This is an optimization exercise on Yosys and OpenROAD, whose aim is small area, not a production implementation. At most, simulation tests tie the RTL to the original design; equivalence was not proved.

Design Sine_wave, start of the top module:
module Sine_wave
    #(
        parameter DATA_WIDTH    = 12,
        parameter ANGLE_WIDTH   = 16
    )(
    input                       clk,
    input                       reset,
    input                       ce,
    input  [DATA_WIDTH:0]       ampl,
    input  [ANGLE_WIDTH-1:0]    step,
    output [DATA_WIDTH:0]    sin_wave,
    output [DATA_WIDTH:0]    cos_wave
);
For scale: about 1700 cells after synthesis, roughly 570 flip-flops, about 58 I/O pins, about 24000 um2 of cells after synthesis.
==> flow/config.mk <==
export PLATFORM = sky130hd
export DESIGN_NAME = Sine_wave
export DESIGN_NICKNAME = Sine_wave
export VERILOG_FILES = /design/flow/design.v
export SDC_FILE = /design/flow/constraint.sdc
export NUM_CORES = 4
export LEC_CHECK = 0
export CAP_MARGIN = 20
export CORE_MARGIN = 2
export CORE_UTILIZATION = 65
export CTS_BUF_LIST = sky130_fd_sc_hd__clkbuf_8
export CTS_CLUSTER_DIAMETER = 50
export CTS_CLUSTER_SIZE = 20
export SETUP_SLACK_MARGIN = 0.05
export SLEW_MARGIN = 20
export CTS_ARGS = -sink_clustering_enable -repair_clock_nets -dont_use_dummy_load -buf_list sky130_fd_sc_hd__clkbuf_8 -sink_clustering_size 20 -sink_clustering_max_diameter 50
export BUFFER_PORTS_ARGS = -buffer_cell sky130_fd_sc_hd__buf_2
export RECOVER_POWER = 100
==> flow/constraint.sdc <==
create_clock -name core_clock -period 5.0 [get_ports {clk}]
set_input_delay 1.0000 -clock core_clock [delete_from_list [all_inputs] [get_ports {clk}]]
set_output_delay 1.0000 -clock core_clock [all_outputs]
set_load 0.01 [all_outputs]
standard.sh (not shown) runs the stock make flow with config.mk's settings and CLKGATE_MAP_FILE= SYNTH_SCRIPT=/design/flow/synth_recipe.tcl, a recipe that flattens the netlist after the stock synthesis.
==> flow/flow/run.sh <==
#!/bin/bash
set -euo pipefail
{
  echo 'export CTS_ARGS = -sink_clustering_enable -repair_clock_nets -dont_use_dummy_load -buf_list sky130_fd_sc_hd__clkbuf_8 -sink_clustering_size 20 -sink_clustering_max_diameter 50'
  echo 'export BUFFER_PORTS_ARGS = -buffer_cell sky130_fd_sc_hd__buf_2'
  echo 'export RECOVER_POWER = 100'
} >> config.mk
bash standard.sh > standard_flow.log 2>&1
Rerun with:
--- a/flow/design.v
+++ b/flow/design.v
@@ -253,28 +253,29 @@
     end
 end
 wire        ns = q12[1];             
 wire        nc = q12[1] ^ q12[0];    
 wire [4:0]  kc_n, ks_n;
 rotator_tail tail (
     .x_i(x12), .y_i(y12), .d(dd12), .nc(nc), .ns(ns), .kc(kc_n), .ks(ks_n)
 );
 reg [12:0] xs13, ys13;
-reg [4:0]  kc13, ks13;
+reg [3:0]  kc13, ks13;
 always @(posedge clk) begin
     xs13 <= {x12[12:2] ^ {11{nc}}, 2'b00}; ys13 <= {y12[12:2] ^ {11{ns}}, 2'b00};
-    kc13 <= kc_n; ks13 <= ks_n;
+    kc13 <= kc_n[3:0]; ks13 <= ks_n[3:0];
 end
 wire [12:0] c_n, s_n;
 assign c_n[1:0] = kc13[1:0];
 assign s_n[1:0] = ks13[1:0];
-rotator_rca #(11) ac (.a(xs13[12:2]), .b({{8{kc13[4]}}, kc13[4:2]}), .ci(1'b0), .s(c_n[12:2]));
-rotator_rca #(11) as (.a(ys13[12:2]), .b({{8{ks13[4]}}, ks13[4:2]}), .ci(1'b0), .s(s_n[12:2]));
+wire        kc4 = kc13[3] & kc13[2], ks4 = ks13[3] & ks13[2];
+rotator_rca #(11) ac (.a(xs13[12:2]), .b({{9{kc4}}, kc13[3:2]}), .ci(1'b0), .s(c_n[12:2]));
+rotator_rca #(11) as (.a(ys13[12:2]), .b({{9{ks4}}, ks13[3:2]}), .ci(1'b0), .s(s_n[12:2]));
 reg [12:0] cos14, sin14;
 always @(posedge clk) begin
     cos14 <= {~c_n[12], c_n[11:0]}; sin14 <= {~s_n[12], s_n[11:0]};
 end
 reg [12:0] cos15, sin15;
 always @(posedge clk) begin
     cos15 <= cos14; sin15 <= sin14;
 end
 reg  [3:0]  since_rst;
=>
- The changed run passed the timing, DRC and antenna checks
- non-clock buffer count rises by 13
- flip-flop and latch count falls by 2
- core utilization falls by 0.14 points
- worst hold slack is better by 0.0052 ns
- fmax rises by 1.1%
- global-route usage rises by 0.84 points
- die area rises by 1.7%
- count of clock-buffer cells in the layout rises by 1
- via count rises by 5.1%
Function not checked in the second run of this note: the RTL went through the layout flow alone.

========
Setup of red:
Sine_wave, a different RTL version from the one above (not shown whole).
Size in the first run: roughly 1900 cells after synthesis, about 25000 um2 of cells after synthesis.
==> module Sine_wave, before the edit <==
module Sine_wave
    #(
        parameter DATA_WIDTH    = 12,
        parameter ANGLE_WIDTH   = 16
    )(
    input                       clk,
    input                       reset,
    input                       ce,
    input  [DATA_WIDTH:0]       ampl,
    input  [ANGLE_WIDTH-1:0]    step,
    output [DATA_WIDTH:0]    sin_wave,
    output [DATA_WIDTH:0]    cos_wave
);
reg [15:0] angle;
reg [1:0]  state;
wire        up  = ~state[0];    
wire [16:0] sum = {1'b0, angle} + {~up, step ^ {16{~up}}} + {16'd0, ~up};
wire        up_ok = (step > 16'd51315) | (sum < 17'd51315);
wire        dn_ok = ~sum[16] & (|sum[15:0]);
wire        ok    = up ? up_ok : dn_ok;
always @(posedge clk) begin
    if (ce) begin
        if (reset) begin
            state <= 2'd0;
            angle <= 16'd0;
        end else if (ok) begin
            angle <= sum[15:0];
        end else begin
            state <= state + 2'd1;
        end
    end
end
cordic cordic (
    .clk        (clk),
    .rst        (reset),
    .x_i        (ampl),
    .quarter_in (state),
    .theta_i    (angle),
    .sin_o      (sin_wave),
    .cos_o      (cos_wave)
);
endmodule
clock: 5.0 ns
lec_check: 0
cap_margin: 20
core_margin: 2
core_utilization: 65
cts_buf_list: sky130_fd_sc_hd__clkbuf_8
cts_cluster_diameter: 50
cts_cluster_size: 20
slew_margin: 20
cts_args: -sink_clustering_enable -repair_clock_nets -dont_use_dummy_load -buf_list sky130_fd_sc_hd__clkbuf_8 -sink_clustering_size 20 -sink_clustering_max_diameter 50
buffer_ports_args: -buffer_cell sky130_fd_sc_hd__buf_2
==> flow/flow/run.sh <==
#!/bin/bash
set -euo pipefail
{
  echo 'export CTS_ARGS = -sink_clustering_enable -repair_clock_nets -dont_use_dummy_load -buf_list sky130_fd_sc_hd__clkbuf_8 -sink_clustering_size 20 -sink_clustering_max_diameter 50'
  echo 'export BUFFER_PORTS_ARGS = -buffer_cell sky130_fd_sc_hd__buf_2'
} >> config.mk
bash standard.sh > standard_flow.log 2>&1
The inputs of blue differ from those of red as listed below.
==> flow/design.v, changed modules only <==
module Sine_wave
    #(
        parameter DATA_WIDTH    = 12,
        parameter ANGLE_WIDTH   = 16
    )(
    input                       clk,
    input                       reset,
    input                       ce,
    input  [DATA_WIDTH:0]       ampl,
    input  [ANGLE_WIDTH-1:0]    step,
    output [DATA_WIDTH:0]    sin_wave,
    output [DATA_WIDTH:0]    cos_wave
);
reg [15:0] angle;
reg [1:0]  state;
wire        up  = ~state[0];    
wire [15:0] op  = step ^ {16{~up}};
wire [8:0]  lo, hi0, hi1;
rotator_rca #(9) alo (.a({1'b0, angle[7:0]}),  .b({1'b0, op[7:0]}),  .ci(~up),  .s(lo));
rotator_rca #(9) ah0 (.a({1'b0, angle[15:8]}), .b({1'b0, op[15:8]}), .ci(1'b0), .s(hi0));
rotator_rca #(9) ah1 (.a({1'b0, angle[15:8]}), .b({1'b0, op[15:8]}), .ci(1'b1), .s(hi1));
wire [8:0]  hi  = lo[8] ? hi1 : hi0;
wire [16:0] sum = {hi[8] ^ ~up, hi[7:0], lo[7:0]};
wire        up_ok = (step > 16'd51315) | (sum < 17'd51315);
wire        dn_ok = ~sum[16] & (|sum[15:0]);
wire        ok    = up ? up_ok : dn_ok;
always @(posedge clk) begin
    if (ce) begin
        if (reset) begin
            state <= 2'd0;
            angle <= 16'd0;
        end else if (ok) begin
            angle <= sum[15:0];
        end else begin
            state <= state + 2'd1;
        end
    end
end
cordic cordic (
    .clk        (clk),
    .rst        (reset),
    .x_i        (ampl),
    .quarter_in (state),
    .theta_i    (angle),
    .sin_o      (sin_wave),
    .cos_o      (cos_wave)
);
endmodule
--- outcome ---
Post-place setup slack for blue: 0.29 ns down relative to red. Global-route usage: blue < red. Against red, blue comes in 58 lower on final cell count. Final design instance area without fill was lower in blue than in red. blue and red ended up with roughly the same sequential cell count. In the metrics for red and blue, the one carrying the lower critical path arrival is blue.

[port drivers added, routing unchanged]
In the flow no input, the clock included, has a driving cell. The finished layouts below were timed again as built, in two steps.
Step 1 (the two cells are an assumption about what drives the block):
set clk [get_ports {clk}]
set_driving_cell -lib_cell sky130_fd_sc_hd__clkbuf_16 $clk
set_driving_cell -lib_cell sky130_fd_sc_hd__buf_2 [delete_from_list [all_inputs] $clk]
Step 2 also shifts input and output timing later by t, the mid clock arrival at the registers, as if the neighbouring blocks saw the same clock.
Slacks: ideal / step 1 / step 2; pairs: ideal / step 1.
run	shift t [ns]	setup WS [ns]	worst setup path after step 2	worst data-port slew with drivers (ns)	pins driven straight from the clock port
the first run of note 1	0.647	0.027 / 0.027 / -0.453	input to register	0.03	1
the second run of note 1	0.657	0.079 / 0.079 / -0.358	input to register	0.03	1
red	0.661	0.100 / 0.100 / 0.100	register to register	0.03	1
blue	0.645	0.097 / 0.097 / -0.412	input to register	0.04	1
With both steps, setup timing fails in the first run of note 1, the second run of note 1 and blue, where it was met with ideal ports. For blue, which loses most, drivers alone change the setup slack by 0.000 ns; drivers and shift together by -0.509 ns.
